Background: an optimization exercise with open tools, aiming at small area. Do not read the settings as production practice. Function was not checked in any run shown here: the RTL went through the layout flow alone.

### flow/config.mk
export PLATFORM = sky130hd
export DESIGN_NAME = sqrt
export DESIGN_NICKNAME = sqrt
export VERILOG_FILES = /design/flow/design.v
export SDC_FILE = /design/flow/constraint.sdc
export NUM_CORES = 4
export LEC_CHECK = 0
export CAP_MARGIN = 20
export CORE_MARGIN = 2
export CORE_UTILIZATION = 40
export CTS_BUF_LIST = sky130_fd_sc_hd__clkbuf_8
export GPL_TIMING_DRIVEN = 0
export SLEW_MARGIN = 20
### flow/constraint.sdc
create_clock -name core_clock -period 5.0 [get_ports {clk}]
set_input_delay 1.0000 -clock core_clock [delete_from_list [all_inputs] [get_ports {clk}]]
set_output_delay 1.0000 -clock core_clock [all_outputs]
set_load 0.01 [all_outputs]
### flow/design.v
`timescale 1ps / 1ps
module sqrt
#(
    parameter integer D_W = 32
)
(
    input  wire                clk,
    input  wire                rst,
    input  wire                enable,
    input  wire                in_valid,
    input  wire [D_W-1:0]      qin,
    output wire                out_valid,
    output wire [(D_W>>1)-1:0] qout
);
reg [4:0] v;
always @(posedge clk) begin
    if (rst) v <= 5'd0;
    else if (enable) v <= {v[3:0], in_valid};
end
assign out_valid = v[4];
wire [1:0] a0 = qin[31:30];
wire [1:0] t0 = a0 - 2'd1;
wire ge0 = a0 != 2'd0;
wire [0:0] q1 = ge0;
wire [1:0] r1 = ge0 ? t0[1:0] : a0[1:0];
wire [3:0] a1 = {r1, qin[29:28]};
wire [4:0] t1 = {1'b0, a1} - {2'b00, q1, 2'b01};
wire ge1 = ~t1[4];
wire [1:0] q2 = {q1, ge1};
wire [2:0] r2 = ge1 ? t1[2:0] : a1[2:0];
wire [4:0] a2 = {r2, qin[27:26]};
wire [5:0] t2 = {1'b0, a2} - {2'b00, q2, 2'b01};
wire ge2 = ~t2[5];
wire [2:0] q3 = {q2, ge2};
wire [3:0] r3 = ge2 ? t2[3:0] : a2[3:0];
wire [5:0] a3 = {r3, qin[25:24]};
wire [6:0] t3 = {1'b0, a3} - {2'b00, q3, 2'b01};
wire ge3 = ~t3[6];
wire [3:0] q4 = {q3, ge3};
wire [4:0] r4 = ge3 ? t3[4:0] : a3[4:0];
reg [3:0] q_s0;
reg [4:0] r_s0;
reg [23:0] x_s0;
always @(posedge clk) begin
    if (enable) begin
        q_s0 <= q4;
        r_s0 <= r4;
        x_s0 <= qin[23:0];
    end
end
wire [6:0] a4 = {r_s0, x_s0[23:22]};
wire [7:0] t4 = {1'b0, a4} - {2'b00, q_s0, 2'b01};
wire ge4 = ~t4[7];
wire [4:0] q5 = {q_s0, ge4};
wire [5:0] r5 = ge4 ? t4[5:0] : a4[5:0];
wire [7:0] a5 = {r5, x_s0[21:20]};
wire [8:0] t5 = {1'b0, a5} - {2'b00, q5, 2'b01};
wire ge5 = ~t5[8];
wire [5:0] q6 = {q5, ge5};
wire [6:0] r6 = ge5 ? t5[6:0] : a5[6:0];
wire [8:0] a6 = {r6, x_s0[19:18]};
wire [9:0] t6 = {1'b0, a6} - {2'b00, q6, 2'b01};
wire ge6 = ~t6[9];
wire [6:0] q7 = {q6, ge6};
wire [7:0] r7 = ge6 ? t6[7:0] : a6[7:0];
reg [6:0] q_s1;
reg [7:0] r_s1;
reg [17:0] x_s1;
always @(posedge clk) begin
    if (enable) begin
        q_s1 <= q7;
        r_s1 <= r7;
        x_s1 <= x_s0[17:0];
    end
end
wire [9:0] a7 = {r_s1, x_s1[17:16]};
wire [10:0] t7 = {1'b0, a7} - {2'b00, q_s1, 2'b01};
wire ge7 = ~t7[10];
wire [7:0] q8 = {q_s1, ge7};
wire [8:0] r8 = ge7 ? t7[8:0] : a7[8:0];
wire [10:0] a8 = {r8, x_s1[15:14]};
wire [11:0] t8 = {1'b0, a8} - {2'b00, q8, 2'b01};
wire ge8 = ~t8[11];
wire [8:0] q9 = {q8, ge8};
wire [9:0] r9 = ge8 ? t8[9:0] : a8[9:0];
wire [11:0] a9 = {r9, x_s1[13:12]};
wire [12:0] t9 = {1'b0, a9} - {2'b00, q9, 2'b01};
wire ge9 = ~t9[12];
wire [9:0] q10 = {q9, ge9};
wire [10:0] r10 = ge9 ? t9[10:0] : a9[10:0];
reg [9:0] q_s2;
reg [10:0] r_s2;
reg [11:0] x_s2;
always @(posedge clk) begin
    if (enable) begin
        q_s2 <= q10;
        r_s2 <= r10;
        x_s2 <= x_s1[11:0];
    end
end
wire [12:0] a10 = {r_s2, x_s2[11:10]};
wire [12:0] t10_y = {1'b0, q_s2, 2'b01};
wire [12:0] t10_h = a10 ^ t10_y;
wire [12:0] t10_g = ~a10 & t10_y;
wire [12:0] t10_p = ~t10_h;
wire t10_n1_G = t10_g[1] | (t10_p[1] & t10_g[0]);
wire t10_n1_P = t10_p[1] & t10_p[0];
wire t10_n2_G = t10_g[3] | (t10_p[3] & t10_g[2]);
wire t10_n2_P = t10_p[3] & t10_p[2];
wire t10_n3_G = t10_g[5] | (t10_p[5] & t10_g[4]);
wire t10_n3_P = t10_p[5] & t10_p[4];
wire t10_n4_G = t10_g[7] | (t10_p[7] & t10_g[6]);
wire t10_n4_P = t10_p[7] & t10_p[6];
wire t10_n5_G = t10_g[9] | (t10_p[9] & t10_g[8]);
wire t10_n5_P = t10_p[9] & t10_p[8];
wire t10_n6_G = t10_g[11] | (t10_p[11] & t10_g[10]);
wire t10_n6_P = t10_p[11] & t10_p[10];
wire t10_n7_G = t10_n2_G | (t10_n2_P & t10_n1_G);
wire t10_n7_P = t10_n2_P & t10_n1_P;
wire t10_n8_G = t10_n4_G | (t10_n4_P & t10_n3_G);
wire t10_n8_P = t10_n4_P & t10_n3_P;
wire t10_n9_G = t10_n6_G | (t10_n6_P & t10_n5_G);
wire t10_n9_P = t10_n6_P & t10_n5_P;
wire t10_n10_G = t10_n8_G | (t10_n8_P & t10_n7_G);
wire t10_n10_P = t10_n8_P & t10_n7_P;
wire t10_n11_G = t10_n9_G | (t10_n9_P & t10_n10_G);
wire t10_n11_P = t10_n9_P & t10_n10_P;
wire t10_n12_G = t10_n3_G | (t10_n3_P & t10_n7_G);
wire t10_n12_P = t10_n3_P & t10_n7_P;
wire t10_n13_G = t10_n5_G | (t10_n5_P & t10_n10_G);
wire t10_n13_P = t10_n5_P & t10_n10_P;
wire t10_n14_G = t10_g[2] | (t10_p[2] & t10_n1_G);
wire t10_n14_P = t10_p[2] & t10_n1_P;
wire t10_n15_G = t10_g[4] | (t10_p[4] & t10_n7_G);
wire t10_n15_P = t10_p[4] & t10_n7_P;
wire t10_n16_G = t10_g[6] | (t10_p[6] & t10_n12_G);
wire t10_n16_P = t10_p[6] & t10_n12_P;
wire t10_n17_G = t10_g[8] | (t10_p[8] & t10_n10_G);
wire t10_n17_P = t10_p[8] & t10_n10_P;
wire t10_n18_G = t10_g[10] | (t10_p[10] & t10_n13_G);
wire t10_n18_P = t10_p[10] & t10_n13_P;
wire t10_n19_G = t10_g[12] | (t10_p[12] & t10_n11_G);
wire t10_n19_P = t10_p[12] & t10_n11_P;
wire [13:0] t10;
assign t10[0] = t10_h[0];
assign t10[1] = t10_h[1] ^ t10_g[0];
assign t10[2] = t10_h[2] ^ t10_n1_G;
assign t10[3] = t10_h[3] ^ t10_n14_G;
assign t10[4] = t10_h[4] ^ t10_n7_G;
assign t10[5] = t10_h[5] ^ t10_n15_G;
assign t10[6] = t10_h[6] ^ t10_n12_G;
assign t10[7] = t10_h[7] ^ t10_n16_G;
assign t10[8] = t10_h[8] ^ t10_n10_G;
assign t10[9] = t10_h[9] ^ t10_n17_G;
assign t10[10] = t10_h[10] ^ t10_n13_G;
assign t10[11] = t10_h[11] ^ t10_n18_G;
assign t10[12] = t10_h[12] ^ t10_n11_G;
assign t10[13] = t10_n19_G;
wire ge10 = ~t10[13];
wire [10:0] q11 = {q_s2, ge10};
wire [11:0] r11 = ge10 ? t10[11:0] : a10[11:0];
wire [13:0] a11 = {r11, x_s2[9:8]};
wire [13:0] t11_y = {1'b0, q11, 2'b01};
wire [13:0] t11_h = a11 ^ t11_y;
wire [13:0] t11_g = ~a11 & t11_y;
wire [13:0] t11_p = ~t11_h;
wire t11_n1_G = t11_g[1] | (t11_p[1] & t11_g[0]);
wire t11_n1_P = t11_p[1] & t11_p[0];
wire t11_n2_G = t11_g[3] | (t11_p[3] & t11_g[2]);
wire t11_n2_P = t11_p[3] & t11_p[2];
wire t11_n3_G = t11_g[5] | (t11_p[5] & t11_g[4]);
wire t11_n3_P = t11_p[5] & t11_p[4];
wire t11_n4_G = t11_g[7] | (t11_p[7] & t11_g[6]);
wire t11_n4_P = t11_p[7] & t11_p[6];
wire t11_n5_G = t11_g[9] | (t11_p[9] & t11_g[8]);
wire t11_n5_P = t11_p[9] & t11_p[8];
wire t11_n6_G = t11_g[11] | (t11_p[11] & t11_g[10]);
wire t11_n6_P = t11_p[11] & t11_p[10];
wire t11_n7_G = t11_g[13] | (t11_p[13] & t11_g[12]);
wire t11_n7_P = t11_p[13] & t11_p[12];
wire t11_n8_G = t11_n2_G | (t11_n2_P & t11_n1_G);
wire t11_n8_P = t11_n2_P & t11_n1_P;
wire t11_n9_G = t11_n4_G | (t11_n4_P & t11_n3_G);
wire t11_n9_P = t11_n4_P & t11_n3_P;
wire t11_n10_G = t11_n6_G | (t11_n6_P & t11_n5_G);
wire t11_n10_P = t11_n6_P & t11_n5_P;
wire t11_n11_G = t11_n9_G | (t11_n9_P & t11_n8_G);
wire t11_n11_P = t11_n9_P & t11_n8_P;
wire t11_n12_G = t11_n10_G | (t11_n10_P & t11_n11_G);
wire t11_n12_P = t11_n10_P & t11_n11_P;
wire t11_n13_G = t11_n3_G | (t11_n3_P & t11_n8_G);
wire t11_n13_P = t11_n3_P & t11_n8_P;
wire t11_n14_G = t11_n5_G | (t11_n5_P & t11_n11_G);
wire t11_n14_P = t11_n5_P & t11_n11_P;
wire t11_n15_G = t11_n7_G | (t11_n7_P & t11_n12_G);
wire t11_n15_P = t11_n7_P & t11_n12_P;
wire t11_n16_G = t11_g[2] | (t11_p[2] & t11_n1_G);
wire t11_n16_P = t11_p[2] & t11_n1_P;
wire t11_n17_G = t11_g[4] | (t11_p[4] & t11_n8_G);
wire t11_n17_P = t11_p[4] & t11_n8_P;
wire t11_n18_G = t11_g[6] | (t11_p[6] & t11_n13_G);
wire t11_n18_P = t11_p[6] & t11_n13_P;
wire t11_n19_G = t11_g[8] | (t11_p[8] & t11_n11_G);
wire t11_n19_P = t11_p[8] & t11_n11_P;
wire t11_n20_G = t11_g[10] | (t11_p[10] & t11_n14_G);
wire t11_n20_P = t11_p[10] & t11_n14_P;
wire t11_n21_G = t11_g[12] | (t11_p[12] & t11_n12_G);
wire t11_n21_P = t11_p[12] & t11_n12_P;
wire [14:0] t11;
assign t11[0] = t11_h[0];
assign t11[1] = t11_h[1] ^ t11_g[0];
assign t11[2] = t11_h[2] ^ t11_n1_G;
assign t11[3] = t11_h[3] ^ t11_n16_G;
assign t11[4] = t11_h[4] ^ t11_n8_G;
assign t11[5] = t11_h[5] ^ t11_n17_G;
assign t11[6] = t11_h[6] ^ t11_n13_G;
assign t11[7] = t11_h[7] ^ t11_n18_G;
assign t11[8] = t11_h[8] ^ t11_n11_G;
assign t11[9] = t11_h[9] ^ t11_n19_G;
assign t11[10] = t11_h[10] ^ t11_n14_G;
assign t11[11] = t11_h[11] ^ t11_n20_G;
assign t11[12] = t11_h[12] ^ t11_n12_G;
assign t11[13] = t11_h[13] ^ t11_n21_G;
assign t11[14] = t11_n15_G;
wire ge11 = ~t11[14];
wire [11:0] q12 = {q11, ge11};
wire [12:0] r12 = ge11 ? t11[12:0] : a11[12:0];
reg [11:0] q_s3;
reg [12:0] r_s3;
reg [7:0] x_s3;
always @(posedge clk) begin
    if (enable) begin
        q_s3 <= q12;
        r_s3 <= r12;
        x_s3 <= x_s2[7:0];
    end
end
wire [14:0] a12 = {r_s3, x_s3[7:6]};
wire [14:0] t12_y = {1'b0, q_s3, 2'b01};
wire [14:0] t12_h = a12 ^ t12_y;
wire [14:0] t12_g = ~a12 & t12_y;
wire [14:0] t12_p = ~t12_h;
wire t12_n1_G = t12_g[1] | (t12_p[1] & t12_g[0]);
wire t12_n1_P = t12_p[1] & t12_p[0];
wire t12_n2_G = t12_g[3] | (t12_p[3] & t12_g[2]);
wire t12_n2_P = t12_p[3] & t12_p[2];
wire t12_n3_G = t12_g[5] | (t12_p[5] & t12_g[4]);
wire t12_n3_P = t12_p[5] & t12_p[4];
wire t12_n4_G = t12_g[7] | (t12_p[7] & t12_g[6]);
wire t12_n4_P = t12_p[7] & t12_p[6];
wire t12_n5_G = t12_g[9] | (t12_p[9] & t12_g[8]);
wire t12_n5_P = t12_p[9] & t12_p[8];
wire t12_n6_G = t12_g[11] | (t12_p[11] & t12_g[10]);
wire t12_n6_P = t12_p[11] & t12_p[10];
wire t12_n7_G = t12_g[13] | (t12_p[13] & t12_g[12]);
wire t12_n7_P = t12_p[13] & t12_p[12];
wire t12_n8_G = t12_n2_G | (t12_n2_P & t12_n1_G);
wire t12_n8_P = t12_n2_P & t12_n1_P;
wire t12_n9_G = t12_n4_G | (t12_n4_P & t12_n3_G);
wire t12_n9_P = t12_n4_P & t12_n3_P;
wire t12_n10_G = t12_n6_G | (t12_n6_P & t12_n5_G);
wire t12_n10_P = t12_n6_P & t12_n5_P;
wire t12_n11_G = t12_n9_G | (t12_n9_P & t12_n8_G);
wire t12_n11_P = t12_n9_P & t12_n8_P;
wire t12_n12_G = t12_n10_G | (t12_n10_P & t12_n11_G);
wire t12_n12_P = t12_n10_P & t12_n11_P;
wire t12_n13_G = t12_n3_G | (t12_n3_P & t12_n8_G);
wire t12_n13_P = t12_n3_P & t12_n8_P;
wire t12_n14_G = t12_n5_G | (t12_n5_P & t12_n11_G);
wire t12_n14_P = t12_n5_P & t12_n11_P;
wire t12_n15_G = t12_n7_G | (t12_n7_P & t12_n12_G);
wire t12_n15_P = t12_n7_P & t12_n12_P;
wire t12_n16_G = t12_g[2] | (t12_p[2] & t12_n1_G);
wire t12_n16_P = t12_p[2] & t12_n1_P;
wire t12_n17_G = t12_g[4] | (t12_p[4] & t12_n8_G);
wire t12_n17_P = t12_p[4] & t12_n8_P;
wire t12_n18_G = t12_g[6] | (t12_p[6] & t12_n13_G);
wire t12_n18_P = t12_p[6] & t12_n13_P;
wire t12_n19_G = t12_g[8] | (t12_p[8] & t12_n11_G);
wire t12_n19_P = t12_p[8] & t12_n11_P;
wire t12_n20_G = t12_g[10] | (t12_p[10] & t12_n14_G);
wire t12_n20_P = t12_p[10] & t12_n14_P;
wire t12_n21_G = t12_g[12] | (t12_p[12] & t12_n12_G);
wire t12_n21_P = t12_p[12] & t12_n12_P;
wire t12_n22_G = t12_g[14] | (t12_p[14] & t12_n15_G);
wire t12_n22_P = t12_p[14] & t12_n15_P;
wire [15:0] t12;
assign t12[0] = t12_h[0];
assign t12[1] = t12_h[1] ^ t12_g[0];
assign t12[2] = t12_h[2] ^ t12_n1_G;
assign t12[3] = t12_h[3] ^ t12_n16_G;
assign t12[4] = t12_h[4] ^ t12_n8_G;
assign t12[5] = t12_h[5] ^ t12_n17_G;
assign t12[6] = t12_h[6] ^ t12_n13_G;
assign t12[7] = t12_h[7] ^ t12_n18_G;
assign t12[8] = t12_h[8] ^ t12_n11_G;
assign t12[9] = t12_h[9] ^ t12_n19_G;
assign t12[10] = t12_h[10] ^ t12_n14_G;
assign t12[11] = t12_h[11] ^ t12_n20_G;
assign t12[12] = t12_h[12] ^ t12_n12_G;
assign t12[13] = t12_h[13] ^ t12_n21_G;
assign t12[14] = t12_h[14] ^ t12_n15_G;
assign t12[15] = t12_n22_G;
wire ge12 = ~t12[15];
wire [12:0] q13 = {q_s3, ge12};
wire [13:0] r13 = ge12 ? t12[13:0] : a12[13:0];
wire [15:0] a13 = {r13, x_s3[5:4]};
wire [15:0] t13_y = {1'b0, q13, 2'b01};
wire [15:0] t13_h = a13 ^ t13_y;
wire [15:0] t13_g = ~a13 & t13_y;
wire [15:0] t13_p = ~t13_h;
wire t13_n1_G = t13_g[1] | (t13_p[1] & t13_g[0]);
wire t13_n1_P = t13_p[1] & t13_p[0];
wire t13_n2_G = t13_g[3] | (t13_p[3] & t13_g[2]);
wire t13_n2_P = t13_p[3] & t13_p[2];
wire t13_n3_G = t13_g[5] | (t13_p[5] & t13_g[4]);
wire t13_n3_P = t13_p[5] & t13_p[4];
wire t13_n4_G = t13_g[7] | (t13_p[7] & t13_g[6]);
wire t13_n4_P = t13_p[7] & t13_p[6];
wire t13_n5_G = t13_g[9] | (t13_p[9] & t13_g[8]);
wire t13_n5_P = t13_p[9] & t13_p[8];
wire t13_n6_G = t13_g[11] | (t13_p[11] & t13_g[10]);
wire t13_n6_P = t13_p[11] & t13_p[10];
wire t13_n7_G = t13_g[13] | (t13_p[13] & t13_g[12]);
wire t13_n7_P = t13_p[13] & t13_p[12];
wire t13_n8_G = t13_g[15] | (t13_p[15] & t13_g[14]);
wire t13_n8_P = t13_p[15] & t13_p[14];
wire t13_n9_G = t13_n2_G | (t13_n2_P & t13_n1_G);
wire t13_n9_P = t13_n2_P & t13_n1_P;
wire t13_n10_G = t13_n4_G | (t13_n4_P & t13_n3_G);
wire t13_n10_P = t13_n4_P & t13_n3_P;
wire t13_n11_G = t13_n6_G | (t13_n6_P & t13_n5_G);
wire t13_n11_P = t13_n6_P & t13_n5_P;
wire t13_n12_G = t13_n8_G | (t13_n8_P & t13_n7_G);
wire t13_n12_P = t13_n8_P & t13_n7_P;
wire t13_n13_G = t13_n10_G | (t13_n10_P & t13_n9_G);
wire t13_n13_P = t13_n10_P & t13_n9_P;
wire t13_n14_G = t13_n12_G | (t13_n12_P & t13_n11_G);
wire t13_n14_P = t13_n12_P & t13_n11_P;
wire t13_n15_G = t13_n14_G | (t13_n14_P & t13_n13_G);
wire t13_n15_P = t13_n14_P & t13_n13_P;
wire t13_n16_G = t13_n11_G | (t13_n11_P & t13_n13_G);
wire t13_n16_P = t13_n11_P & t13_n13_P;
wire t13_n17_G = t13_n3_G | (t13_n3_P & t13_n9_G);
wire t13_n17_P = t13_n3_P & t13_n9_P;
wire t13_n18_G = t13_n5_G | (t13_n5_P & t13_n13_G);
wire t13_n18_P = t13_n5_P & t13_n13_P;
wire t13_n19_G = t13_n7_G | (t13_n7_P & t13_n16_G);
wire t13_n19_P = t13_n7_P & t13_n16_P;
wire t13_n20_G = t13_g[2] | (t13_p[2] & t13_n1_G);
wire t13_n20_P = t13_p[2] & t13_n1_P;
wire t13_n21_G = t13_g[4] | (t13_p[4] & t13_n9_G);
wire t13_n21_P = t13_p[4] & t13_n9_P;
wire t13_n22_G = t13_g[6] | (t13_p[6] & t13_n17_G);
wire t13_n22_P = t13_p[6] & t13_n17_P;
wire t13_n23_G = t13_g[8] | (t13_p[8] & t13_n13_G);
wire t13_n23_P = t13_p[8] & t13_n13_P;
wire t13_n24_G = t13_g[10] | (t13_p[10] & t13_n18_G);
wire t13_n24_P = t13_p[10] & t13_n18_P;
wire t13_n25_G = t13_g[12] | (t13_p[12] & t13_n16_G);
wire t13_n25_P = t13_p[12] & t13_n16_P;
wire t13_n26_G = t13_g[14] | (t13_p[14] & t13_n19_G);
wire t13_n26_P = t13_p[14] & t13_n19_P;
wire [16:0] t13;
assign t13[0] = t13_h[0];
assign t13[1] = t13_h[1] ^ t13_g[0];
assign t13[2] = t13_h[2] ^ t13_n1_G;
assign t13[3] = t13_h[3] ^ t13_n20_G;
assign t13[4] = t13_h[4] ^ t13_n9_G;
assign t13[5] = t13_h[5] ^ t13_n21_G;
assign t13[6] = t13_h[6] ^ t13_n17_G;
assign t13[7] = t13_h[7] ^ t13_n22_G;
assign t13[8] = t13_h[8] ^ t13_n13_G;
assign t13[9] = t13_h[9] ^ t13_n23_G;
assign t13[10] = t13_h[10] ^ t13_n18_G;
assign t13[11] = t13_h[11] ^ t13_n24_G;
assign t13[12] = t13_h[12] ^ t13_n16_G;
assign t13[13] = t13_h[13] ^ t13_n25_G;
assign t13[14] = t13_h[14] ^ t13_n19_G;
assign t13[15] = t13_h[15] ^ t13_n26_G;
assign t13[16] = t13_n15_G;
wire ge13 = ~t13[16];
wire [13:0] q14 = {q13, ge13};
wire [14:0] r14 = ge13 ? t13[14:0] : a13[14:0];
reg [13:0] q_s4;
reg [14:0] r_s4;
reg [3:0] x_s4;
always @(posedge clk) begin
    if (enable) begin
        q_s4 <= q14;
        r_s4 <= r14;
        x_s4 <= x_s3[3:0];
    end
end
wire [18:0] a14 = {r_s4, x_s4[3:0]};
wire [19:0] u14_1 = {1'b0, a14} - {2'b00, q_s4, 3'b001};
wire [19:0] u14_2 = {1'b0, a14} - {1'b0, q_s4, 4'b0100};
wire [19:0] u14_3 = {1'b0, a14} - {1'b0, q_s4, 4'b1001} - {2'b00, q_s4, 3'b000};
wire c14_1 = ~u14_1[19];
wire c14_2 = ~u14_2[19];
wire c14_3 = ~u14_3[19];
wire [1:0] d14 = {c14_2, c14_3 | (c14_1 & ~c14_2)};
wire [15:0] q16 = {q_s4, d14};
assign qout = q16;
endmodule
### flow/flow/run.sh
#!/bin/bash
# Own layout flow: the standard ORFS flow with two changes.
#  1. Synthesis is synth_recipe.tcl (the standard synthesis) except that its
#     ABC pass uses flow/area.abc, an area-oriented mapping script (dch +
#     map -a, then ABC's usual timing-driven buffering and sizing), instead of
#     ORFS's abc_speed.script.  Registers are not touched by ABC.
#  2. The port buffers are the smallest buffer cell (buf_1).
# Every tool's output goes to run.log here; ORFS's per-step logs stay under
# orfs/logs/.
set -euo pipefail
cd "$(dirname "$0")/.."
work=$(pwd)
cat > my_synth.tcl <<EOT
proc abc {args} {
  set i [lsearch -exact \$args -script]
  if {\$i >= 0} { lset args [expr {\$i + 1}] $work/flow/area.abc }
  yosys abc {*}\$args
}
source $work/synth_recipe.tcl
EOT
bash standard.sh SYNTH_SCRIPT=$work/my_synth.tcl \
  BUFFER_PORTS_ARGS="-buffer_cell sky130_fd_sc_hd__buf_1" finish > run.log 2>&1
### flow/flow/area.abc
strash
dch
map -a
topo
stime -c
buffer -c
upsize -c
dnsize -c
### flow/standard.sh
#!/bin/bash
# synth_recipe.tcl (not shown) runs the flow's synth.tcl, then flattens the netlist and writes it again
# the make line also repeats each setting of config.mk as NAME=value (left out here)
make -C /OpenROAD-flow-scripts/flow DESIGN_CONFIG=/design/flow/config.mk WORK_HOME=/design/flow/orfs CLKGATE_MAP_FILE= SYNTH_SCRIPT=/design/flow/synth_recipe.tcl "${@:-finish}"
==> results.json, run 1 <==
{
  "status": "no timing/DRC/antenna violations",
  "min_hold_slack_ns": 0.417,
  "cp-end-kind": "register",
  "syn-num-nets": 1342,
  "synth-seq-cells": 170,
  "synth_seq_area_share_pct": 43.5,
  "place.detailed.instances": 1568,
  "detailedPlacementHpwl_um": 16100,
  "most_prevalent_standard_cell_on_the_critical_path": "inv_2",
  "worstSetupPathType": "reg -> reg",
  "tritoncts": "done",
  "critical_path_peak_fanout": 10,
  "ys_dominant_reg_cell": "edfxtp_1",
  "layout_commonest_cell": "inv_1",
  "dpl_cell_area_mm2": 0.0124,
  "critPathLaunchType": "register",
  "number_of_synthesized_flops_with_an_enable_pin": 165,
  "netlist_instances": 1127,
  "ys_types": 58,
  "overall_die_area_mm2": 0.0304,
  "first_global_vias": 7811,
  "rsz0062_at_grt": "yes",
  "relSlewSlack_pct": 63.4,
  "worstPathArrival_ns": 5.02,
  "initial_cell_density_of_the_core_pct": 40.6,
  "design.core.area_mm2": 0.0286,
  "fin_skew_ns": 0.0207,
  "die-height_um": 174,
  "clkSlewWorstSetupHoldPaths_ns": 0.11,
  "route.detailed.drc": 0,
  "global_route.usage.total_pct": 14.1,
  "final_design_area_no_fill_mm2": 0.0135,
  "nFillCells": 2649,
  "fin_cells": 1635,
  "slowest_delay_ns": 0.42,
  "clock-sinks": 170,
  "finalWorstPathRequiredPeriod_ns": 4.80,
  "max_cap_violations": 0,
  "die_x_um": 174,
  "tightest_pin_transition_ns": 0.535,
  "drt-total-wl_um": 21000,
  "antenna_left": 0,
  "final-setup-viol-count": 0,
  "io_pins": 53,
  "max_clock_freq_mhz": 209,
  "num-nets-final": 1453,
  "via_per_inst": 4.84,
  "slowest_cell_on_the_critical_path": "edfxtp_1",
  "initial_antenna_violation_count": 0,
  "placement_rows": 62,
  "first_pass_grt_wire_length_um": 35300,
  "syn_area_per_cell_um2": 10.3,
  "ff2ff_setup_slack_ns": 0.20,
  "cts-htree-levels": 4,
  "worstPathRequired_ns": 5.22,
  "worst_hold_path_type": "reg -> reg",
  "synthesis.area_mm2": 0.0116,
  "yosysTopAreaCell": "edfxtp_1",
  "grt-ovfl-total": 0,
  "largest_net_degree_at_the_start_of_global_routing": 35,
  "worstSkewPairLatency_ns": 0.48,
  "cts_root_buffer_type": "clkbuf_8",
  "dr_wl_cell_um": 12.9,
  "post_route_cells_drive_above_1_share_pct": 14.3,
  "detailedRoute.firstPassIterationCount": 4,
  "leading_post_synthesis_cells_by_cell_area": "edfxtp_1, ha_1, inv_1",
  "area.growth.synth_to_final_pct": 16.0,
  "synth_async_sr_flop_share_pct": 0,
  "dr.first_iter.drc_count": 287,
  "num_vias": 7906,
  "cts_buffers": 17,
  "finalHoldViolCount": 0,
  "commonest_non_fill_non_tap_cells_in_the_layout": "inv_1, edfxtp_1, ha_1, nor2_1, a21oi_1",
  "fin_util_pct": 47.1,
  "report.final.slew_viol_count": 0,
  "fin_crit_sh_pct": 95.9,
  "ctsLongestPathBuffers": 2,
  "synth.yosys.warnings": 1,
  "n_antenna_cell": 0,
  "place_congestion": 0.878,
  "synth_top_cell_area_share_pct": 42.6,
  "place.port_buffers": 52
}
## layer usage
layer,GRT usage [%],part of all wire [%],vias up,wire length [µm]
met5,0,0,-,0
met4,4.52,1.5,0,315
met3,2.58,2.8,20,585
met2,25.4,52,92,10900
met1,17.1,44,3683,9210
li1,-,-,4111,-
## final cells by class
class                           count  area (µm²)  share of cell area [%]
Timing Repair Buffer               93         583                    4.32
Buffer                             15         141                    1.05
Clock inverter                     15         211                    1.57
Inverter                          191         719                    5.33
Multi-Input combinational cell    750        6060                    45.0
Clock buffer                       17         234                    1.73
Sequential cell                   170        5050                    37.5
Tap cell                          384         480                    3.56
## cells in the mapped netlist (3+ instances only)
library cell	n
a211oi_1	6
a21o_1	8
a21oi_1	109
a31oi_1	10
and2_1	4
buf_2	3
clkbuf_1	9
dfxtp_1	5
edfxtp_1	165
fa_1	33
ha_1	146
inv_1	182
inv_2	9
nand2_1	92
nand3_1	15
nand4_1	5
nor2_1	98
nor3_1	7
o211ai_2	3
o21a_1	4
o21ai_0	58
o21ai_1	21
o21bai_1	7
o31ai_1	5
xnor2_1	10
xor2_1	65
## final timing paths
kind,from,end,cells after the start
worst max-delay path,q_s1[3],r_s2[8],35
worst min-delay path,x_s1[10],x_s2[10],0
worst max register to register,q_s1[3],r_s2[8],35
worst min register to register,x_s1[10],x_s2[10],0
## critical path, delay by kind of cell, from the launching register on
family | cells | cell delay [ns]
AOI/OAI and AO/OA | 6 | 0.85
adders and majority gates | 3 | 0.77
DFF | 1 | 0.42
xor gates and xnor gates | 1 | 0.19
buffers and inverters | 11 | 1.00
and+or+nand+nor | 14 | 1.28
## cells by family (layout without fill, tap and decap cells)
group	count (synthesis)	after routing	share of synthesized area (%)
mux	2	2	0.172
simple gates	237	237	8.74
fa+ha+maj	179	179	21.4
xor+xnor	75	75	5.65
buf+inv	207	331	6.91
compound gates	257	257	13.6
flops	170	170	43.5
## metrics by stage
stage / setup WS [ns] / TNS (ns)
3_3_place_gp: -2.91 / -490.78
4_1_cts: -0.00158 / -0.00158
2_1_floorplan: 0.106 / 0
5_1_grt: -0.104 / -0.903
6_report: 0.204 / 0
3_5_place_dp: -1.10 / -25.40
## sequential cells by signal, summed over array words and instances, names as in the netlist
name and cells:
x_s0 24, x_s1 18, r_s4 15, q_s4 14, r_s3 13, q_s3 12, x_s2 12, r_s2 11
q_s2 10, r_s1 8, x_s3 8, q_s1 7, r_s0 5, v 5, q_s0 4, x_s4 4
## what timing repair did
| action | in CTS | in global routing |
|---|---|---|
| setup buffers | 13 | 23 |
| hold buffers | 0 | 0 |
| endpoints found under the setup margin | 37 | 57 |
| pin swaps | 6 | 16 |
| resized for setup | 44 | 61 |
==> inputs of run 2 (changes only) <==
--- a/flow/design.v
+++ b/flow/design.v
@@ -24,17 +24,79 @@
 wire [0:0] q1 = ge0;
 wire [1:0] r1 = ge0 ? t0[1:0] : a0[1:0];
 wire [3:0] a1 = {r1, qin[29:28]};
-wire [4:0] t1 = {1'b0, a1} - {2'b00, q1, 2'b01};
+wire [3:0] t1_y = {1'b0, q1, 2'b01};
+wire [3:0] t1_h = a1 ^ t1_y;
+wire [3:0] t1_g = ~a1 & t1_y;
+wire [3:0] t1_p = ~t1_h;
+wire t1_n1_G = t1_g[1] | (t1_p[1] & t1_g[0]);
+wire t1_n1_P = t1_p[1] & t1_p[0];
+wire t1_n2_G = t1_g[3] | (t1_p[3] & t1_g[2]);
+wire t1_n2_P = t1_p[3] & t1_p[2];
+wire t1_n3_G = t1_n2_G | (t1_n2_P & t1_n1_G);
+wire t1_n3_P = t1_n2_P & t1_n1_P;
+wire t1_n4_G = t1_g[2] | (t1_p[2] & t1_n1_G);
+wire t1_n4_P = t1_p[2] & t1_n1_P;
+wire [4:0] t1;
+assign t1[0] = t1_h[0];
+assign t1[1] = t1_h[1] ^ t1_g[0];
+assign t1[2] = t1_h[2] ^ t1_n1_G;
+assign t1[3] = t1_h[3] ^ t1_n4_G;
+assign t1[4] = t1_n3_G;
 wire ge1 = ~t1[4];
 wire [1:0] q2 = {q1, ge1};
 wire [2:0] r2 = ge1 ? t1[2:0] : a1[2:0];
 wire [4:0] a2 = {r2, qin[27:26]};
-wire [5:0] t2 = {1'b0, a2} - {2'b00, q2, 2'b01};
+wire [4:0] t2_y = {1'b0, q2, 2'b01};
+wire [4:0] t2_h = a2 ^ t2_y;
+wire [4:0] t2_g = ~a2 & t2_y;
+wire [4:0] t2_p = ~t2_h;
+wire t2_n1_G = t2_g[1] | (t2_p[1] & t2_g[0]);
+wire t2_n1_P = t2_p[1] & t2_p[0];
+wire t2_n2_G = t2_g[3] | (t2_p[3] & t2_g[2]);
+wire t2_n2_P = t2_p[3] & t2_p[2];
+wire t2_n3_G = t2_n2_G | (t2_n2_P & t2_n1_G);
+wire t2_n3_P = t2_n2_P & t2_n1_P;
+wire t2_n4_G = t2_g[2] | (t2_p[2] & t2_n1_G);
+wire t2_n4_P = t2_p[2] & t2_n1_P;
+wire t2_n5_G = t2_g[4] | (t2_p[4] & t2_n3_G);
+wire t2_n5_P = t2_p[4] & t2_n3_P;
+wire [5:0] t2;
+assign t2[0] = t2_h[0];
+assign t2[1] = t2_h[1] ^ t2_g[0];
+assign t2[2] = t2_h[2] ^ t2_n1_G;
+assign t2[3] = t2_h[3] ^ t2_n4_G;
+assign t2[4] = t2_h[4] ^ t2_n3_G;
+assign t2[5] = t2_n5_G;
 wire ge2 = ~t2[5];
 wire [2:0] q3 = {q2, ge2};
 wire [3:0] r3 = ge2 ? t2[3:0] : a2[3:0];
 wire [5:0] a3 = {r3, qin[25:24]};
-wire [6:0] t3 = {1'b0, a3} - {2'b00, q3, 2'b01};
+wire [5:0] t3_y = {1'b0, q3, 2'b01};
+wire [5:0] t3_h = a3 ^ t3_y;
+wire [5:0] t3_g = ~a3 & t3_y;
+wire [5:0] t3_p = ~t3_h;
+wire t3_n1_G = t3_g[1] | (t3_p[1] & t3_g[0]);
+wire t3_n1_P = t3_p[1] & t3_p[0];
+wire t3_n2_G = t3_g[3] | (t3_p[3] & t3_g[2]);
+wire t3_n2_P = t3_p[3] & t3_p[2];
+wire t3_n3_G = t3_g[5] | (t3_p[5] & t3_g[4]);
+wire t3_n3_P = t3_p[5] & t3_p[4];
+wire t3_n4_G = t3_n2_G | (t3_n2_P & t3_n1_G);
+wire t3_n4_P = t3_n2_P & t3_n1_P;
+wire t3_n5_G = t3_n3_G | (t3_n3_P & t3_n4_G);
+wire t3_n5_P = t3_n3_P & t3_n4_P;
+wire t3_n6_G = t3_g[2] | (t3_p[2] & t3_n1_G);
+wire t3_n6_P = t3_p[2] & t3_n1_P;
+wire t3_n7_G = t3_g[4] | (t3_p[4] & t3_n4_G);
+wire t3_n7_P = t3_p[4] & t3_n4_P;
+wire [6:0] t3;
+assign t3[0] = t3_h[0];
+assign t3[1] = t3_h[1] ^ t3_g[0];
+assign t3[2] = t3_h[2] ^ t3_n1_G;
+assign t3[3] = t3_h[3] ^ t3_n6_G;
+assign t3[4] = t3_h[4] ^ t3_n4_G;
+assign t3[5] = t3_h[5] ^ t3_n7_G;
+assign t3[6] = t3_n5_G;
 wire ge3 = ~t3[6];
 wire [3:0] q4 = {q3, ge3};
 wire [4:0] r4 = ge3 ? t3[4:0] : a3[4:0];
@@ -49,17 +111,118 @@
     end
 end
 wire [6:0] a4 = {r_s0, x_s0[23:22]};
-wire [7:0] t4 = {1'b0, a4} - {2'b00, q_s0, 2'b01};
+wire [6:0] t4_y = {1'b0, q_s0, 2'b01};
+wire [6:0] t4_h = a4 ^ t4_y;
+wire [6:0] t4_g = ~a4 & t4_y;
+wire [6:0] t4_p = ~t4_h;
+wire t4_n1_G = t4_g[1] | (t4_p[1] & t4_g[0]);
+wire t4_n1_P = t4_p[1] & t4_p[0];
+wire t4_n2_G = t4_g[3] | (t4_p[3] & t4_g[2]);
+wire t4_n2_P = t4_p[3] & t4_p[2];
+wire t4_n3_G = t4_g[5] | (t4_p[5] & t4_g[4]);
+wire t4_n3_P = t4_p[5] & t4_p[4];
+wire t4_n4_G = t4_n2_G | (t4_n2_P & t4_n1_G);
+wire t4_n4_P = t4_n2_P & t4_n1_P;
+wire t4_n5_G = t4_n3_G | (t4_n3_P & t4_n4_G);
+wire t4_n5_P = t4_n3_P & t4_n4_P;
+wire t4_n6_G = t4_g[2] | (t4_p[2] & t4_n1_G);
+wire t4_n6_P = t4_p[2] & t4_n1_P;
+wire t4_n7_G = t4_g[4] | (t4_p[4] & t4_n4_G);
+wire t4_n7_P = t4_p[4] & t4_n4_P;
+wire t4_n8_G = t4_g[6] | (t4_p[6] & t4_n5_G);
+wire t4_n8_P = t4_p[6] & t4_n5_P;
+wire [7:0] t4;
+assign t4[0] = t4_h[0];
+assign t4[1] = t4_h[1] ^ t4_g[0];
+assign t4[2] = t4_h[2] ^ t4_n1_G;
+assign t4[3] = t4_h[3] ^ t4_n6_G;
+assign t4[4] = t4_h[4] ^ t4_n4_G;
+assign t4[5] = t4_h[5] ^ t4_n7_G;
+assign t4[6] = t4_h[6] ^ t4_n5_G;
+assign t4[7] = t4_n8_G;
 wire ge4 = ~t4[7];
 wire [4:0] q5 = {q_s0, ge4};
 wire [5:0] r5 = ge4 ? t4[5:0] : a4[5:0];
 wire [7:0] a5 = {r5, x_s0[21:20]};
-wire [8:0] t5 = {1'b0, a5} - {2'b00, q5, 2'b01};
+wire [7:0] t5_y = {1'b0, q5, 2'b01};
+wire [7:0] t5_h = a5 ^ t5_y;
+wire [7:0] t5_g = ~a5 & t5_y;
+wire [7:0] t5_p = ~t5_h;
+wire t5_n1_G = t5_g[1] | (t5_p[1] & t5_g[0]);
+wire t5_n1_P = t5_p[1] & t5_p[0];
+wire t5_n2_G = t5_g[3] | (t5_p[3] & t5_g[2]);
+wire t5_n2_P = t5_p[3] & t5_p[2];
+wire t5_n3_G = t5_g[5] | (t5_p[5] & t5_g[4]);
+wire t5_n3_P = t5_p[5] & t5_p[4];
+wire t5_n4_G = t5_g[7] | (t5_p[7] & t5_g[6]);
+wire t5_n4_P = t5_p[7] & t5_p[6];
+wire t5_n5_G = t5_n2_G | (t5_n2_P & t5_n1_G);
+wire t5_n5_P = t5_n2_P & t5_n1_P;
+wire t5_n6_G = t5_n4_G | (t5_n4_P & t5_n3_G);
+wire t5_n6_P = t5_n4_P & t5_n3_P;
+wire t5_n7_G = t5_n6_G | (t5_n6_P & t5_n5_G);
+wire t5_n7_P = t5_n6_P & t5_n5_P;
+wire t5_n8_G = t5_n3_G | (t5_n3_P & t5_n5_G);
+wire t5_n8_P = t5_n3_P & t5_n5_P;
+wire t5_n9_G = t5_g[2] | (t5_p[2] & t5_n1_G);
+wire t5_n9_P = t5_p[2] & t5_n1_P;
+wire t5_n10_G = t5_g[4] | (t5_p[4] & t5_n5_G);
+wire t5_n10_P = t5_p[4] & t5_n5_P;
+wire t5_n11_G = t5_g[6] | (t5_p[6] & t5_n8_G);
+wire t5_n11_P = t5_p[6] & t5_n8_P;
+wire [8:0] t5;
+assign t5[0] = t5_h[0];
+assign t5[1] = t5_h[1] ^ t5_g[0];
+assign t5[2] = t5_h[2] ^ t5_n1_G;
+assign t5[3] = t5_h[3] ^ t5_n9_G;
+assign t5[4] = t5_h[4] ^ t5_n5_G;
+assign t5[5] = t5_h[5] ^ t5_n10_G;
+assign t5[6] = t5_h[6] ^ t5_n8_G;
+assign t5[7] = t5_h[7] ^ t5_n11_G;
+assign t5[8] = t5_n7_G;
 wire ge5 = ~t5[8];
 wire [5:0] q6 = {q5, ge5};
 wire [6:0] r6 = ge5 ? t5[6:0] : a5[6:0];
 wire [8:0] a6 = {r6, x_s0[19:18]};
-wire [9:0] t6 = {1'b0, a6} - {2'b00, q6, 2'b01};
+wire [8:0] t6_y = {1'b0, q6, 2'b01};
+wire [8:0] t6_h = a6 ^ t6_y;
+wire [8:0] t6_g = ~a6 & t6_y;
+wire [8:0] t6_p = ~t6_h;
+wire t6_n1_G = t6_g[1] | (t6_p[1] & t6_g[0]);
+wire t6_n1_P = t6_p[1] & t6_p[0];
+wire t6_n2_G = t6_g[3] | (t6_p[3] & t6_g[2]);
+wire t6_n2_P = t6_p[3] & t6_p[2];
+wire t6_n3_G = t6_g[5] | (t6_p[5] & t6_g[4]);
+wire t6_n3_P = t6_p[5] & t6_p[4];
+wire t6_n4_G = t6_g[7] | (t6_p[7] & t6_g[6]);
+wire t6_n4_P = t6_p[7] & t6_p[6];
+wire t6_n5_G = t6_n2_G | (t6_n2_P & t6_n1_G);
+wire t6_n5_P = t6_n2_P & t6_n1_P;
+wire t6_n6_G = t6_n4_G | (t6_n4_P & t6_n3_G);
+wire t6_n6_P = t6_n4_P & t6_n3_P;
+wire t6_n7_G = t6_n6_G | (t6_n6_P & t6_n5_G);
+wire t6_n7_P = t6_n6_P & t6_n5_P;
+wire t6_n8_G = t6_n3_G | (t6_n3_P & t6_n5_G);
+wire t6_n8_P = t6_n3_P & t6_n5_P;
+wire t6_n9_G = t6_g[2] | (t6_p[2] & t6_n1_G);
+wire t6_n9_P = t6_p[2] & t6_n1_P;
+wire t6_n10_G = t6_g[4] | (t6_p[4] & t6_n5_G);
+wire t6_n10_P = t6_p[4] & t6_n5_P;
+wire t6_n11_G = t6_g[6] | (t6_p[6] & t6_n8_G);
+wire t6_n11_P = t6_p[6] & t6_n8_P;
+wire t6_n12_G = t6_g[8] | (t6_p[8] & t6_n7_G);
+wire t6_n12_P = t6_p[8] & t6_n7_P;
+wire [9:0] t6;
+assign t6[0] = t6_h[0];
+assign t6[1] = t6_h[1] ^ t6_g[0];
+assign t6[2] = t6_h[2] ^ t6_n1_G;
+assign t6[3] = t6_h[3] ^ t6_n9_G;
+assign t6[4] = t6_h[4] ^ t6_n5_G;
+assign t6[5] = t6_h[5] ^ t6_n10_G;
+assign t6[6] = t6_h[6] ^ t6_n8_G;
+assign t6[7] = t6_h[7] ^ t6_n11_G;
+assign t6[8] = t6_h[8] ^ t6_n7_G;
+assign t6[9] = t6_n12_G;
 wire ge6 = ~t6[9];
 wire [6:0] q7 = {q6, ge6};
 wire [7:0] r7 = ge6 ? t6[7:0] : a6[7:0];
@@ -74,17 +237,159 @@
     end
 end
 wire [9:0] a7 = {r_s1, x_s1[17:16]};
-wire [10:0] t7 = {1'b0, a7} - {2'b00, q_s1, 2'b01};
+wire [9:0] t7_y = {1'b0, q_s1, 2'b01};
+wire [9:0] t7_h = a7 ^ t7_y;
+wire [9:0] t7_g = ~a7 & t7_y;
+wire [9:0] t7_p = ~t7_h;
+wire t7_n1_G = t7_g[1] | (t7_p[1] & t7_g[0]);
+wire t7_n1_P = t7_p[1] & t7_p[0];
+wire t7_n2_G = t7_g[3] | (t7_p[3] & t7_g[2]);
+wire t7_n2_P = t7_p[3] & t7_p[2];
+wire t7_n3_G = t7_g[5] | (t7_p[5] & t7_g[4]);
+wire t7_n3_P = t7_p[5] & t7_p[4];
+wire t7_n4_G = t7_g[7] | (t7_p[7] & t7_g[6]);
+wire t7_n4_P = t7_p[7] & t7_p[6];
+wire t7_n5_G = t7_g[9] | (t7_p[9] & t7_g[8]);
+wire t7_n5_P = t7_p[9] & t7_p[8];
+wire t7_n6_G = t7_n2_G | (t7_n2_P & t7_n1_G);
+wire t7_n6_P = t7_n2_P & t7_n1_P;
+wire t7_n7_G = t7_n4_G | (t7_n4_P & t7_n3_G);
+wire t7_n7_P = t7_n4_P & t7_n3_P;
+wire t7_n8_G = t7_n7_G | (t7_n7_P & t7_n6_G);
+wire t7_n8_P = t7_n7_P & t7_n6_P;
+wire t7_n9_G = t7_n3_G | (t7_n3_P & t7_n6_G);
+wire t7_n9_P = t7_n3_P & t7_n6_P;
+wire t7_n10_G = t7_n5_G | (t7_n5_P & t7_n8_G);
+wire t7_n10_P = t7_n5_P & t7_n8_P;
+wire t7_n11_G = t7_g[2] | (t7_p[2] & t7_n1_G);
+wire t7_n11_P = t7_p[2] & t7_n1_P;
+wire t7_n12_G = t7_g[4] | (t7_p[4] & t7_n6_G);
+wire t7_n12_P = t7_p[4] & t7_n6_P;
+wire t7_n13_G = t7_g[6] | (t7_p[6] & t7_n9_G);
+wire t7_n13_P = t7_p[6] & t7_n9_P;
+wire t7_n14_G = t7_g[8] | (t7_p[8] & t7_n8_G);
+wire t7_n14_P = t7_p[8] & t7_n8_P;
+wire [10:0] t7;
+assign t7[0] = t7_h[0];
+assign t7[1] = t7_h[1] ^ t7_g[0];
+assign t7[2] = t7_h[2] ^ t7_n1_G;
+assign t7[3] = t7_h[3] ^ t7_n11_G;
+assign t7[4] = t7_h[4] ^ t7_n6_G;
+assign t7[5] = t7_h[5] ^ t7_n12_G;
+assign t7[6] = t7_h[6] ^ t7_n9_G;
+assign t7[7] = t7_h[7] ^ t7_n13_G;
+assign t7[8] = t7_h[8] ^ t7_n8_G;
+assign t7[9] = t7_h[9] ^ t7_n14_G;
+assign t7[10] = t7_n10_G;
 wire ge7 = ~t7[10];
 wire [7:0] q8 = {q_s1, ge7};
 wire [8:0] r8 = ge7 ? t7[8:0] : a7[8:0];
 wire [10:0] a8 = {r8, x_s1[15:14]};
-wire [11:0] t8 = {1'b0, a8} - {2'b00, q8, 2'b01};
+wire [10:0] t8_y = {1'b0, q8, 2'b01};
+wire [10:0] t8_h = a8 ^ t8_y;
+wire [10:0] t8_g = ~a8 & t8_y;
+wire [10:0] t8_p = ~t8_h;
+wire t8_n1_G = t8_g[1] | (t8_p[1] & t8_g[0]);
+wire t8_n1_P = t8_p[1] & t8_p[0];
+wire t8_n2_G = t8_g[3] | (t8_p[3] & t8_g[2]);
+wire t8_n2_P = t8_p[3] & t8_p[2];
+wire t8_n3_G = t8_g[5] | (t8_p[5] & t8_g[4]);
+wire t8_n3_P = t8_p[5] & t8_p[4];
+wire t8_n4_G = t8_g[7] | (t8_p[7] & t8_g[6]);
+wire t8_n4_P = t8_p[7] & t8_p[6];
+wire t8_n5_G = t8_g[9] | (t8_p[9] & t8_g[8]);
+wire t8_n5_P = t8_p[9] & t8_p[8];
+wire t8_n6_G = t8_n2_G | (t8_n2_P & t8_n1_G);
+wire t8_n6_P = t8_n2_P & t8_n1_P;
+wire t8_n7_G = t8_n4_G | (t8_n4_P & t8_n3_G);
+wire t8_n7_P = t8_n4_P & t8_n3_P;
+wire t8_n8_G = t8_n7_G | (t8_n7_P & t8_n6_G);
+wire t8_n8_P = t8_n7_P & t8_n6_P;
+wire t8_n9_G = t8_n3_G | (t8_n3_P & t8_n6_G);
+wire t8_n9_P = t8_n3_P & t8_n6_P;
+wire t8_n10_G = t8_n5_G | (t8_n5_P & t8_n8_G);
+wire t8_n10_P = t8_n5_P & t8_n8_P;
+wire t8_n11_G = t8_g[2] | (t8_p[2] & t8_n1_G);
+wire t8_n11_P = t8_p[2] & t8_n1_P;
+wire t8_n12_G = t8_g[4] | (t8_p[4] & t8_n6_G);
+wire t8_n12_P = t8_p[4] & t8_n6_P;
+wire t8_n13_G = t8_g[6] | (t8_p[6] & t8_n9_G);
+wire t8_n13_P = t8_p[6] & t8_n9_P;
+wire t8_n14_G = t8_g[8] | (t8_p[8] & t8_n8_G);
+wire t8_n14_P = t8_p[8] & t8_n8_P;
+wire t8_n15_G = t8_g[10] | (t8_p[10] & t8_n10_G);
+wire t8_n15_P = t8_p[10] & t8_n10_P;
+wire [11:0] t8;
+assign t8[0] = t8_h[0];
+assign t8[1] = t8_h[1] ^ t8_g[0];
+assign t8[2] = t8_h[2] ^ t8_n1_G;
+assign t8[3] = t8_h[3] ^ t8_n11_G;
+assign t8[4] = t8_h[4] ^ t8_n6_G;
+assign t8[5] = t8_h[5] ^ t8_n12_G;
+assign t8[6] = t8_h[6] ^ t8_n9_G;
+assign t8[7] = t8_h[7] ^ t8_n13_G;
+assign t8[8] = t8_h[8] ^ t8_n8_G;
+assign t8[9] = t8_h[9] ^ t8_n14_G;
+assign t8[10] = t8_h[10] ^ t8_n10_G;
+assign t8[11] = t8_n15_G;
 wire ge8 = ~t8[11];
 wire [8:0] q9 = {q8, ge8};
 wire [9:0] r9 = ge8 ? t8[9:0] : a8[9:0];
 wire [11:0] a9 = {r9, x_s1[13:12]};
-wire [12:0] t9 = {1'b0, a9} - {2'b00, q9, 2'b01};
+wire [11:0] t9_y = {1'b0, q9, 2'b01};
+wire [11:0] t9_h = a9 ^ t9_y;
+wire [11:0] t9_g = ~a9 & t9_y;
+wire [11:0] t9_p = ~t9_h;
+wire t9_n1_G = t9_g[1] | (t9_p[1] & t9_g[0]);
+wire t9_n1_P = t9_p[1] & t9_p[0];
+wire t9_n2_G = t9_g[3] | (t9_p[3] & t9_g[2]);
+wire t9_n2_P = t9_p[3] & t9_p[2];
+wire t9_n3_G = t9_g[5] | (t9_p[5] & t9_g[4]);
+wire t9_n3_P = t9_p[5] & t9_p[4];
+wire t9_n4_G = t9_g[7] | (t9_p[7] & t9_g[6]);
+wire t9_n4_P = t9_p[7] & t9_p[6];
+wire t9_n5_G = t9_g[9] | (t9_p[9] & t9_g[8]);
+wire t9_n5_P = t9_p[9] & t9_p[8];
+wire t9_n6_G = t9_g[11] | (t9_p[11] & t9_g[10]);
+wire t9_n6_P = t9_p[11] & t9_p[10];
+wire t9_n7_G = t9_n2_G | (t9_n2_P & t9_n1_G);
+wire t9_n7_P = t9_n2_P & t9_n1_P;
+wire t9_n8_G = t9_n4_G | (t9_n4_P & t9_n3_G);
+wire t9_n8_P = t9_n4_P & t9_n3_P;
+wire t9_n9_G = t9_n6_G | (t9_n6_P & t9_n5_G);
+wire t9_n9_P = t9_n6_P & t9_n5_P;
+wire t9_n10_G = t9_n8_G | (t9_n8_P & t9_n7_G);
+wire t9_n10_P = t9_n8_P & t9_n7_P;
+wire t9_n11_G = t9_n9_G | (t9_n9_P & t9_n10_G);
+wire t9_n11_P = t9_n9_P & t9_n10_P;
+wire t9_n12_G = t9_n3_G | (t9_n3_P & t9_n7_G);
+wire t9_n12_P = t9_n3_P & t9_n7_P;
+wire t9_n13_G = t9_n5_G | (t9_n5_P & t9_n10_G);
+wire t9_n13_P = t9_n5_P & t9_n10_P;
+wire t9_n14_G = t9_g[2] | (t9_p[2] & t9_n1_G);
+wire t9_n14_P = t9_p[2] & t9_n1_P;
+wire t9_n15_G = t9_g[4] | (t9_p[4] & t9_n7_G);
+wire t9_n15_P = t9_p[4] & t9_n7_P;
+wire t9_n16_G = t9_g[6] | (t9_p[6] & t9_n12_G);
+wire t9_n16_P = t9_p[6] & t9_n12_P;
+wire t9_n17_G = t9_g[8] | (t9_p[8] & t9_n10_G);
+wire t9_n17_P = t9_p[8] & t9_n10_P;
+wire t9_n18_G = t9_g[10] | (t9_p[10] & t9_n13_G);
+wire t9_n18_P = t9_p[10] & t9_n13_P;
+wire [12:0] t9;
+assign t9[0] = t9_h[0];
+assign t9[1] = t9_h[1] ^ t9_g[0];
+assign t9[2] = t9_h[2] ^ t9_n1_G;
+assign t9[3] = t9_h[3] ^ t9_n14_G;
+assign t9[4] = t9_h[4] ^ t9_n7_G;
+assign t9[5] = t9_h[5] ^ t9_n15_G;
+assign t9[6] = t9_h[6] ^ t9_n12_G;
+assign t9[7] = t9_h[7] ^ t9_n16_G;
+assign t9[8] = t9_h[8] ^ t9_n10_G;
+assign t9[9] = t9_h[9] ^ t9_n17_G;
+assign t9[10] = t9_h[10] ^ t9_n13_G;
+assign t9[11] = t9_h[11] ^ t9_n18_G;
+assign t9[12] = t9_n11_G;
 wire ge9 = ~t9[12];
 wire [9:0] q10 = {q9, ge9};
 wire [10:0] r10 = ge9 ? t9[10:0] : a9[10:0];
==> flow/run.sh (new file) <==
#!/bin/bash
# synth_recipe.tcl (not shown) runs the flow's synth.tcl, then flattens the netlist and writes it again
# the make line also repeats each setting of config.mk as NAME=value (left out here)
make -C /OpenROAD-flow-scripts/flow DESIGN_CONFIG=/design/flow/config.mk WORK_HOME=/design/flow/orfs CLKGATE_MAP_FILE= SYNTH_SCRIPT=/design/flow/synth_recipe.tcl finish
--- a/flow/config.mk
+++ b/flow/config.mk
@@ -8,6 +8,4 @@
 export CAP_MARGIN = 20
 export CORE_MARGIN = 2
 export CORE_UTILIZATION = 40
-export CTS_BUF_LIST = sky130_fd_sc_hd__clkbuf_8
-export GPL_TIMING_DRIVEN = 0
 export SLEW_MARGIN = 20
removed: flow/flow/run.sh
removed: flow/flow/area.abc
removed: flow/standard.sh
==> results.json, run 2 <==
{
  "status": "finished with violations",
  "so_faults": "setup timing",
  "initial_cell_density_of_the_core_pct": 40.5,
  "netlist_instances": 1067,
  "worstSetupPathType": "reg -> reg",
  "worst_hold_path_type": "reg -> reg",
  "placement_rows": 63,
  "drt-total-wl_um": 24200,
  "first_pass_grt_wire_length_um": 39600,
  "worst_setup_path_start": "q_s1[5]",
  "synth_most_common_cell": "edfxtp_1",
  "finalSetupTns_ns": -10.32,
  "synth_async_sr_flop_share_pct": 0,
  "route.detailed.drc": 0,
  "dr.first_iter.drc_count": 346,
  "largest_net_degree_at_the_start_of_global_routing": 114,
  "cts-htree-levels": 4,
  "die-height_um": 177,
  "leading_post_synthesis_cells_by_cell_area": "edfxtp_1, ha_1, fa_1",
  "fin_skew_ns": 0.0120,
  "rsz0062_at_grt": "yes",
  "relSlewSlack_pct": 30.2,
  "largest_register_ff_count": 24,
  "synth_top_cell_area_share_pct": 41.3,
  "max_clock_freq_mhz": 167,
  "syn-num-nets": 1294,
  "max_cap_violations": 0,
  "ys_types": 79,
  "worstPathRequired_ns": 5.18,
  "critPathLaunchType": "register",
  "final_design_area_no_fill_mm2": 0.0155,
  "yosysTopAreaCell": "edfxtp_1",
  "via_per_inst": 5.06,
  "num-nets-final": 1516,
  "tritoncts": "done",
  "syn_area_per_cell_um2": 11.3,
  "ctsLongestPathBuffers": 2,
  "clkSlewWorstSetupHoldPaths_ns": 0.08,
  "n_antenna_cell": 0,
  "cts_buffers": 17,
  "cts_root_buffer_type": "clkbuf_16",
  "commonest_non_fill_non_tap_cells_in_the_layout": "edfxtp_1, buf_4, ha_1, inv_1, a21oi_1",
  "overall_die_area_mm2": 0.0314,
  "synth.yosys.warnings": 1,
  "fin_crit_sh_pct": 120,
  "cts_hold_buffers": 0,
  "largest-register": "x_s0",
  "cp-end-kind": "register",
  "area.growth.synth_to_final_pct": 28.9,
  "post_route_cells_drive_above_1_share_pct": 24.7,
  "grt-ovfl-total": 0,
  "design.core.area_mm2": 0.0296,
  "final-setup-viol-count": 12,
  "critical_path_peak_fanout": 5,
  "layout_commonest_cell": "edfxtp_1",
  "ff2ff_setup_slack_ns": -1.0,
  "first_global_vias": 8609,
  "worstPathArrival_ns": 6.18,
  "detailedPlacementHpwl_um": 18700,
  "crit-reg2reg-capture": "r_s2[8]",
  "place.port_buffers": 52,
  "worstSkewPairLatency_ns": 0.44,
  "nFillCells": 2585,
  "synth_seq_area_share_pct": 42.1,
  "finalHoldViolCount": 0,
  "synth-seq-cells": 170,
  "ys_dominant_reg_cell": "edfxtp_1",
  "detailedRoute.firstPassIterationCount": 4,
  "clock-sinks": 170,
  "cp-endpoint": "r_s2[8]",
  "die_x_um": 177,
  "dr_wl_cell_um": 14.3,
  "dpl_cell_area_mm2": 0.0142,
  "tightest_pin_transition_ns": 1.05,
  "yosys-top-cells-count": "edfxtp_1, ha_1, inv_1",
  "largestRegisters": "x_s0: 24 flops, x_s1: 18 flops, r_s4: 15 flops",
  "report.final.slew_viol_count": 0,
  "finalWorstPathRequiredPeriod_ns": 6.00,
  "final.setup.worst_slack_ns": -1.00,
  "place_congestion": 0.857,
  "timing.reg2reg.worst_path_depth": 26,
  "num_vias": 8566,
  "io_pins": 53,
  "global_route.usage.total_pct": 15.6,
  "initial_antenna_violation_count": 0,
  "number_of_synthesized_flops_with_an_enable_pin": 165,
  "synthesis.area_mm2": 0.0120,
  "antenna_left": 0,
  "r2r_start": "q_s1[5]"
}
## run 2: changes by cell type after synthesis, moves of 12 or more
cell     delta
o21a_1     +19
fa_1       +12
a21o_1     +19
o21ai_1    -20
mux2i_1    +27
a21oi_1    -37
xnor2_1    +32
nand2_1    -36
xor2_1     -43
inv_1      -53
nor2_1     -41
## run 2: cell families after synthesis
kind of cell,synth area share [%]
xor gates and xnor gates,4.67
AOI/OAI and AO/OA,14.6
adders and majority gates,22.9
muxes,3.54
DFF,42.1
and+or+nand+nor,7.41
buffers and inverters,4.78
## run 2: worst min path at each step
stage              from        to  slack, ns  depth (start not counted)
6_report        x_s0[7]   x_s1[7]       0.42                          0
5_1_grt         x_s0[7]   x_s1[7]       0.42                          0
4_1_cts         x_s0[7]   x_s1[7]       0.42                          0
3_5_place_dp   x_s0[11]  x_s1[11]       0.40                          0
3_3_place_gp   x_s0[17]  x_s1[17]       0.40                          0
2_1_floorplan   x_s0[0]   x_s1[0]       0.40                          0
## run 2: routing by layer
metal,vias to the layer above,global-route usage (%),wire length [µm]
li1,4322,-,-
met1,4106,18.2,10300
met2,97,29.2,12900
met3,41,1.93,418
met4,0,5.77,573
met5,-,0,0
## run 2: layout make-up
type	count	area (µm²)	area share, %
multi-input cells	749	7000	45.2
inverters	132	499	3.22
flip-flops and latches	170	5050	32.7
clock buffers	17	425	2.75
well taps	390	488	3.15
repair buffers	219	1800	11.6
clock inverters	15	211	1.37
## run 2: critical path, cell delays in order, from the launching register on
cell and delay [ns]:
edfxtp_1 0.44, ha_4 0.33, a21oi_4 0.07, a21boi_2 0.22, a21oi_4 0.09, nor2_4 0.17
inv_4 0.05, ha_4 0.28, nor4bb_2 0.04, a311o_1 0.36, o31ai_2 0.25, o211ai_2 0.14
a211oi_2 0.25, nor2_2 0.09, mux2_4 0.32, ha_4 0.24, nand2_2 0.06, nor2_2 0.04
and4_1 0.18, a211o_1 0.23, a211o_1 0.25, maj3_2 0.31, a21o_1 0.18, maj3_2 0.30
a21oi_2 0.15, fa_1 0.43, mux2_4 0.27
## run 2: what timing repair did
action,in CTS,in global routing
pin swaps,25,51
setup buffers,7,22
cloned,0,1
gates resized for setup,32,63
endpoints found under the setup margin,30,44
## run 2: metrics by stage
stage,std cells,worst slack (ns),hold slack (ns),utilization (%)
2_1_floorplan,1067,-1.36,0.400,-
3_3_place_gp,1631,-0.978,0.401,47.8
3_5_place_dp,1631,-1.08,0.405,47.8
4_1_cts,1670,-0.988,0.418,50.6
5_1_grt,1692,-1.23,0.416,52.2
6_report,1692,-1.00,0.417,52.2

[re-timing with driven ports]
The flow's constraints put no driver on any port. The routed layouts listed below were extracted and timed again, unchanged, in two steps. Step 1 sets driving cells, clkbuf_16 on the clock port and buf_2 on the other inputs (assumed; they add their load-dependent delay and slew). Step 2 adds t to the input delays and takes it off the output delays; t is the mean of the earliest and latest rising clock arrival at the registers after step 1. Input paths then give back, and output paths get back, about the clock's delay inside the block. a / b / c = no drivers / after step 1 / after step 2; a / b = the first two.
| run | t (ns) | slack for setup (ns) | clock arrival spread, ns | worst register clock-pin slew, ns | pins driven straight from the clock port |
|---|---|---|---|---|---|
| run 1 | 0.506 | 0.204 / 0.204 / 0.196 | 0.021 / 0.021 | 0.12 / 0.12 | 1 |
| run 2 | 0.476 | -1.000 / -1.000 / -1.000 | 0.012 / 0.012 | 0.08 / 0.08 | 1 |
For run 1, which loses most, drivers alone change the setup slack by 0.000 ns; drivers and shift together by -0.008 ns.
